From an optimization exercise on the open Yosys and OpenROAD flow, aimed at small area; shortcuts taken in it are not production practice. Function was checked by simulation only, so behaviour that the tests miss may differ from the original. No driver is modelled on the clock port, so clocking that relies on it looks cheaper here than on a real chip. Power and IR drop assume default switching activity.

## Allocator
module Allocator
	#(parameter MODEL_ADDR_WIDTH=10, MODEL_DATA_WIDTH=18, MODEL_LOC_SIZE=1024,
					WEIGHT_ADDR_WIDTH=11, WEIGHT_DATA_WIDTH=9, WEIGHT_LOC_SIZE=2048,
					TENSOR_ADDR_WIDTH=9, TENSOR_DATA_WIDTH=36, TENSOR_LOC_SIZE=512)
	(input clk_11MHz, input resetn,
	output reg [7:0] N,
	output reg [7:0] M,
	output reg mm_ena,
	output mm_wea,
	output [MODEL_ADDR_WIDTH-1:0] mm_addra,
	output [MODEL_DATA_WIDTH-1:0] mm_dla,
	output wm_ena_0, wm_ena_1, wm_ena_2, wm_ena_3, wm_ena_4, wm_ena_5, wm_ena_6, wm_ena_7,
	output wm_wea_0, wm_wea_1, wm_wea_2, wm_wea_3, wm_wea_4, wm_wea_5, wm_wea_6, wm_wea_7,
	output [WEIGHT_ADDR_WIDTH-1:0] wm_addra_0,
	output [WEIGHT_ADDR_WIDTH-1:0] wm_addra_1,
	output [WEIGHT_ADDR_WIDTH-1:0] wm_addra_2,
	output [WEIGHT_ADDR_WIDTH-1:0] wm_addra_3,
	output [WEIGHT_ADDR_WIDTH-1:0] wm_addra_4,
	output [WEIGHT_ADDR_WIDTH-1:0] wm_addra_5,
	output [WEIGHT_ADDR_WIDTH-1:0] wm_addra_6,
	output [WEIGHT_ADDR_WIDTH-1:0] wm_addra_7,
	output [WEIGHT_DATA_WIDTH-1:0] wm_dla_0,
	output [WEIGHT_DATA_WIDTH-1:0] wm_dla_1,
	output [WEIGHT_DATA_WIDTH-1:0] wm_dla_2,
	output [WEIGHT_DATA_WIDTH-1:0] wm_dla_3,
	output [WEIGHT_DATA_WIDTH-1:0] wm_dla_4,
	output [WEIGHT_DATA_WIDTH-1:0] wm_dla_5,
	output [WEIGHT_DATA_WIDTH-1:0] wm_dla_6,
	output [WEIGHT_DATA_WIDTH-1:0] wm_dla_7,
	output tm_ena,
	output tm_wea,
	output [TENSOR_ADDR_WIDTH-1:0] tm_addra,
	output [TENSOR_DATA_WIDTH-1:0] tm_dla,
	input [7:0] RxData,
	input valid,
	output start_sig,
	output reg [3:0] StateLED
	);
Size in the first run: ~110 flip-flops.
export LEC_CHECK = 0
export ABC_AREA = 1
export CAP_MARGIN = 20
export CORE_MARGIN = 2
export CORE_UTILIZATION = 70
export CTS_BUF_LIST = sky130_fd_sc_hd__clkbuf_4
export GPL_TIMING_DRIVEN = 0
export SLEW_MARGIN = 20
create_clock -name core_clock -period 5.0 [get_ports {clk_11MHz}]
standard.sh (not shown) runs the stock make flow with config.mk's settings and CLKGATE_MAP_FILE= SYNTH_SCRIPT=/design/flow/synth_recipe.tcl, a recipe that flattens the netlist after the stock synthesis.
==> flow/flow/run.sh <==
#!/bin/bash
# The standard layout (standard.sh) with these changes:
#  - synthesis maps the logic with ABC's area mapper (flow/abc_area_map.script)
#    and without Yosys's half/full-adder extraction; registers, the synth
#    options and the flatten/rename steps are the standard flow's own (synth_recipe.tcl)
#  - each port's buffer is the smallest buffer cell
#  - the clock tree is four buf_12, each driving a quarter of the
#    flip-flops (flow/clock_tree.tcl, run as ORFS's PRE_CTS_TCL hook)
#  - the outputs that are constant share synthesis's one tie cell
#    (SKIP_REPAIR_TIE_FANOUT) instead of getting a tie cell each
set -euo pipefail
here=$PWD
export AREA_ABC_SCRIPT=$here/flow/abc_area_map.script
{
  cat <<'TCL'
# use the area script for the technology mapping call of synth.tcl
proc abc {args} {
  set i [lsearch -exact $args -script]
  if {$i >= 0} { lset args [expr {$i + 1}] $::env(AREA_ABC_SCRIPT) }
  yosys abc {*}$args
}
TCL
  cat synth_recipe.tcl
} > area_synth.tcl
sed -e "s#SYNTH_SCRIPT=[^ ]*#SYNTH_SCRIPT=$here/area_synth.tcl ADDER_MAP_FILE=#" standard.sh > area_standard.sh
grep -q "SYNTH_SCRIPT=$here/area_synth.tcl" area_standard.sh
export BUFFER_PORTS_ARGS="-buffer_cell sky130_fd_sc_hd__buf_1"
export CTS_ARGS="-sink_clustering_enable -repair_clock_nets -buf_list sky130_fd_sc_hd__clkbuf_4 -dont_use_dummy_load"
export PRE_CTS_TCL=$here/flow/clock_tree.tcl
export PRE_GLOBAL_PLACE_TCL=$here/flow/remove_buffers.tcl
export SKIP_REPAIR_TIE_FANOUT=1
bash area_standard.sh > standard_flow.log 2>&1
Other scripts of this flow, unchanged in this note and not shown: flow/flow/abc_area_map.script, flow/flow/clock_tree.tcl, flow/flow/remove_buffers.tcl
==> next run, changes <==
--- a/flow/flow/run.sh
+++ b/flow/flow/run.sh
@@ -7,6 +7,4 @@
 #  - the clock tree is four buf_12, each driving a quarter of the
 #    flip-flops (flow/clock_tree.tcl, run as ORFS's PRE_CTS_TCL hook)
-#  - the outputs that are constant share synthesis's one tie cell
-#    (SKIP_REPAIR_TIE_FANOUT) instead of getting a tie cell each
 set -euo pipefail
 here=$PWD
@@ -29,4 +27,3 @@
 export PRE_CTS_TCL=$here/flow/clock_tree.tcl
 export PRE_GLOBAL_PLACE_TCL=$here/flow/remove_buffers.tcl
-export SKIP_REPAIR_TIE_FANOUT=1
 bash area_standard.sh > standard_flow.log 2>&1
Effect:
- The changed run ran to the end with no violations
- global-route usage hardly moves
- register-to-register slack is worse by 0.12 ns
- total power stays flat
- core utilization increases by 0.27 points
- maximum frequency decreases by a few percent
- wire length increases slightly
- synthesized cell count is unchanged

The RTL this note starts from:
==> flow/design.v <==
`timescale 1ns / 1ps
module Allocator
	#(parameter MODEL_ADDR_WIDTH=10, MODEL_DATA_WIDTH=18, MODEL_LOC_SIZE=1024,
					WEIGHT_ADDR_WIDTH=11, WEIGHT_DATA_WIDTH=9, WEIGHT_LOC_SIZE=2048,
					TENSOR_ADDR_WIDTH=9, TENSOR_DATA_WIDTH=36, TENSOR_LOC_SIZE=512)
	(input clk_11MHz, input resetn,
	output reg [7:0] N,
	output reg [7:0] M,
	output reg mm_ena,
	output mm_wea,
	output [MODEL_ADDR_WIDTH-1:0] mm_addra,
	output [MODEL_DATA_WIDTH-1:0] mm_dla,
	output wm_ena_0, wm_ena_1, wm_ena_2, wm_ena_3, wm_ena_4, wm_ena_5, wm_ena_6, wm_ena_7,
	output wm_wea_0, wm_wea_1, wm_wea_2, wm_wea_3, wm_wea_4, wm_wea_5, wm_wea_6, wm_wea_7,
	output [WEIGHT_ADDR_WIDTH-1:0] wm_addra_0,
	output [WEIGHT_ADDR_WIDTH-1:0] wm_addra_1,
	output [WEIGHT_ADDR_WIDTH-1:0] wm_addra_2,
	output [WEIGHT_ADDR_WIDTH-1:0] wm_addra_3,
	output [WEIGHT_ADDR_WIDTH-1:0] wm_addra_4,
	output [WEIGHT_ADDR_WIDTH-1:0] wm_addra_5,
	output [WEIGHT_ADDR_WIDTH-1:0] wm_addra_6,
	output [WEIGHT_ADDR_WIDTH-1:0] wm_addra_7,
	output [WEIGHT_DATA_WIDTH-1:0] wm_dla_0,
	output [WEIGHT_DATA_WIDTH-1:0] wm_dla_1,
	output [WEIGHT_DATA_WIDTH-1:0] wm_dla_2,
	output [WEIGHT_DATA_WIDTH-1:0] wm_dla_3,
	output [WEIGHT_DATA_WIDTH-1:0] wm_dla_4,
	output [WEIGHT_DATA_WIDTH-1:0] wm_dla_5,
	output [WEIGHT_DATA_WIDTH-1:0] wm_dla_6,
	output [WEIGHT_DATA_WIDTH-1:0] wm_dla_7,
	output reg tm_ena,
	output tm_wea,
	output [TENSOR_ADDR_WIDTH-1:0] tm_addra,
	output [TENSOR_DATA_WIDTH-1:0] tm_dla,
	input [7:0] RxData,
	input valid,
	output reg start_sig,
	output reg [3:0] StateLED
	);
	reg [1:0] t;
	reg [2:0] p;
	reg [15:0] C;        
	reg [7:0]  D;        
	reg [23:0] img;      
	reg [15:0] L;        
	reg [15:0] rowcnt;   
	reg [10:0] acline;   
	reg [2:0]  lane;     
	reg        we;       
	wire ctrl   = (t == 2'b00);
	wire model  = (t == 2'b01);
	wire wgt    = (t == 2'b10);
	wire image  = (t == 2'b11);
	wire plast  = (p == 3'd7);
	wire FF     = (RxData == 8'hFF);
	wire Waiting = ctrl & ~p[0] & ~p[1];
	wire FType   = ctrl & p[0];
	wire Nnum    = model & (p == 3'd0);
	wire Mnum    = wgt & (p == 3'd0);
	wire MS2b    = wgt & (p == 3'd4);
	wire ReadW   = wgt & (p == 3'd5);
	wire ReadImg = image & ~p[1];
	function [16:0] inc16(input [15:0] x);
		integer k;
		reg c;
		begin
			c = 1'b1;
			for (k = 0; k < 16; k = k + 1) begin
				inc16[k] = x[k] ^ c;
				c = c & x[k];
			end
			inc16[16] = c;
		end
	endfunction
	function [15:0] dec16(input [15:0] x);
		integer k;
		reg b;
		begin
			b = 1'b1;
			for (k = 0; k < 16; k = k + 1) begin
				dec16[k] = x[k] ^ b;
				b = b & ~x[k];
			end
		end
	endfunction
	function [10:0] inc11(input [10:0] x, input ci);
		integer k;
		reg c;
		begin
			c = ci;
			for (k = 0; k < 11; k = k + 1) begin
				inc11[k] = x[k] ^ c;
				c = c & x[k];
			end
		end
	endfunction
	wire [16:0] Cinc17 = inc16(C);
	wire [15:0] Cinc = Cinc17[15:0];
	wire [16:0] Linc = inc16(L);
	wire [15:0] COL  = {img[15:8], img[23:16]};
	wire rowend  = (Linc == {1'b0, COL});
	wire lastrow = (rowcnt == 16'd1);
	wire mend    = (&C);
	wire nend    = (Cinc == {8'd0, N});
	wire iend    = (C[9:0] == 10'd782);
	assign mm_wea = mm_ena;
	assign mm_addra = {C[7:0], ~(p[2] ^ p[1]), p[2] & ~p[1]};
	assign mm_dla = {2'b00, img[23:16], D};
	wire [7:0] wsel = {8{we}} & (8'd1 << lane);
	assign {wm_ena_7, wm_ena_6, wm_ena_5, wm_ena_4, wm_ena_3, wm_ena_2, wm_ena_1, wm_ena_0} = wsel;
	assign {wm_wea_7, wm_wea_6, wm_wea_5, wm_wea_4, wm_wea_3, wm_wea_2, wm_wea_1, wm_wea_0} = wsel;
	assign wm_addra_0 = acline; assign wm_addra_1 = acline;
	assign wm_addra_2 = acline; assign wm_addra_3 = acline;
	assign wm_addra_4 = acline; assign wm_addra_5 = acline;
	assign wm_addra_6 = acline; assign wm_addra_7 = acline;
	assign wm_dla_0 = {1'b0, D}; assign wm_dla_1 = {1'b0, D};
	assign wm_dla_2 = {1'b0, D}; assign wm_dla_3 = {1'b0, D};
	assign wm_dla_4 = {1'b0, D}; assign wm_dla_5 = {1'b0, D};
	assign wm_dla_6 = {1'b0, D}; assign wm_dla_7 = {1'b0, D};
	assign tm_wea = tm_ena;
	assign tm_addra = {1'b0, C[9:2]};
	assign tm_dla = {4'b0000, D, img};
	reg [1:0] nt;
	reg [2:0] np;
	always @(*) begin
		nt = t; np = p + 3'd1;
		if (plast) begin
			nt = 2'b00; np = FF ? 3'd0 : 3'd2;
		end else case (t)
		2'b00: begin
			if (p[1]) np = 3'd0;
			else if (p[0]) begin
				if (RxData == 8'h01) begin nt = 2'b01; np = 3'd0; end
				else if (RxData == 8'h02) begin nt = 2'b10; np = 3'd0; end
				else if (RxData == 8'h03) begin nt = 2'b11; np = 3'd1; end
				else np = 3'd2;
			end else np = FF ? 3'd1 : 3'd0;
		end
		2'b01: if (p == 3'd6) np = nend ? 3'd7 : 3'd1;
		2'b10: if (p == 3'd5) np = (rowend && lastrow) ? (mend ? 3'd7 : 3'd1) : 3'd5;
		2'b11: np = iend ? 3'd7 : 3'd1;
		endcase
	end
	always @(posedge clk_11MHz) begin
		if (~resetn) begin
			t <= 2'b00; p <= 3'd0;
			N <= 0; M <= 0; StateLED <= 0;
			mm_ena <= 0; we <= 0; tm_ena <= 0; start_sig <= 0;
		end else begin
			mm_ena <= valid && model && !p[0] && p != 3'd0;
			we <= valid && (ReadW || (we && !plast));
			tm_ena <= valid && ReadImg && C[1:0] == 2'd2;
			start_sig <= valid && ReadImg && iend;
			if (valid) begin
				t <= nt; p <= np;
				if (Nnum) N <= RxData;
				if (Mnum) M <= RxData;
				if (FType) StateLED[3] <= 0;
				if (image && plast && FF) StateLED[3] <= 1;
				if (model) StateLED[0] <= !(plast && FF);
				if (wgt) StateLED[1] <= !(plast && FF);
				if (image) StateLED[2] <= !(plast && FF);
			end
		end
	end
	always @(posedge clk_11MHz) begin
		if (ReadW) lane <= L[2:0];
		if (valid || !ReadW) L <= (ReadW && !rowend) ? Linc[15:0] : 16'd0;
		if (valid) begin
			if (ReadW || !we) D <= RxData;
			if (!ReadW) img <= {wgt ? RxData : D, img[23:8]};
			if (FType) C <= 16'hFFFF;
			else if (Mnum) C[7:0] <= ~RxData;
			else if (p == 3'd1 && !ctrl) C <= Cinc;
			if (Mnum) acline <= 11'h7FF;
			else if (ReadW) acline <= inc11(acline, L[2:0] == 3'd0);
			if (MS2b) rowcnt <= {img[7:0], img[15:8]};
			else if (ReadW && rowend && rowcnt != 16'd0) rowcnt <= dec16(rowcnt);
		end
	end
endmodule
Settings: LEC_CHECK=0, ABC_AREA=1, CAP_MARGIN=20, CORE_MARGIN=2, CORE_UTILIZATION=70, CTS_BUF_LIST=sky130_fd_sc_hd__clkbuf_4, SLEW_MARGIN=20; clock period 5.0 ns.
==> flow/flow/run.sh <==
#!/bin/bash
# Standard layout, with each port's buffer the smallest buffer cell.
export BUFFER_PORTS_ARGS="-buffer_cell sky130_fd_sc_hd__buf_1"
bash standard.sh > standard_flow.log 2>&1
The first run passed the timing, design-rule and antenna checks.
Then changed:
==> flow/flow/run.sh (replaced) <==
#!/bin/bash
# Standard layout, with each port's buffer the smallest buffer cell and a
# clock tree of small buffers without dummy loads.
export BUFFER_PORTS_ARGS="-buffer_cell sky130_fd_sc_hd__buf_1"
export CTS_ARGS="-sink_clustering_enable -repair_clock_nets -buf_list sky130_fd_sc_hd__clkbuf_4 -dont_use_dummy_load"
bash standard.sh > standard_flow.log 2>&1
=>
- design area fell by a few percent
- maximum frequency stays flat
- combinational power hardly moves
- non-clock buffer count stays the same
- worst setup slack is about the same
- synthesized cell count stays the same
- synthesized area stays the same
- clock-buffer cell count decreases by 2
- clock power fell by well over a third
- core utilization shrinks by 1.5 points
Then changed:
==> flow/flow/run.sh (replaced) <==
#!/bin/bash
# Standard layout, with each port's buffer the smallest buffer cell and a
# clock tree of few larger buffers without dummy loads.
export BUFFER_PORTS_ARGS="-buffer_cell sky130_fd_sc_hd__buf_1"
export CTS_ARGS="-sink_clustering_enable -repair_clock_nets -buf_list sky130_fd_sc_hd__clkbuf_8 -dont_use_dummy_load -sink_clustering_size 40 -sink_clustering_max_diameter 150"
bash standard.sh > standard_flow.log 2>&1
Effect:
- The new run finished with timing, DRC and antenna clean
- sequential share of layout area went down by 0.61 points
- count of clock-buffer cells in the layout is unchanged
- global-route usage grows by 0.25 points
- utilization rises by 0.98 points
- via count stays flat
- cell count is unchanged
- synthesized area is unchanged
- hold slack stays flat
- design area goes up by 1.4%
- die area is unchanged

==> static timing again, ports no longer ideal <==
The results above use ideal ports. As a check the final layouts listed here were re-extracted and re-timed, cells and wires unchanged.
Step 1 sets driving cells, clkbuf_16 on the clock port and buf_2 on the other inputs (assumed; they add their load-dependent delay and slew).
Step 2 moves the port delays by t, midway between the first and last clock arrival at a register: inputs arrive t later, outputs are due t later. That takes back most of the time a late clock gives input paths.
Three values: ideal, step 1, step 2; two values: the first two.
| run | shift t [ns] | setup WS [ns] | worst setup path after step 2 | worst register clock-pin slew, ns | worst slew at a driven data input, ns |
|---|---|---|---|---|---|
| the first run of note 1 | 0.226 | 0.328 / 0.328 / 0.328 | register to register | 0.11 / 0.11 | 0.04 |
| the second run of note 1 | 0.225 | 0.207 / 0.207 / 0.207 | register to register | 0.11 / 0.11 | 0.04 |
| the first run of note 2 | 0.555 | 0.305 / 0.305 / 0.305 | register to register | 0.11 / 0.11 | 0.04 |
| the second run of note 2 | 0.534 | 0.306 / 0.306 / 0.306 | register to register | 0.10 / 0.10 | 0.04 |
| the third run of note 2 | 0.457 | 0.299 / 0.299 / 0.299 | register to register | 0.07 / 0.07 | 0.04 |
After both steps every run listed still meets setup and hold.
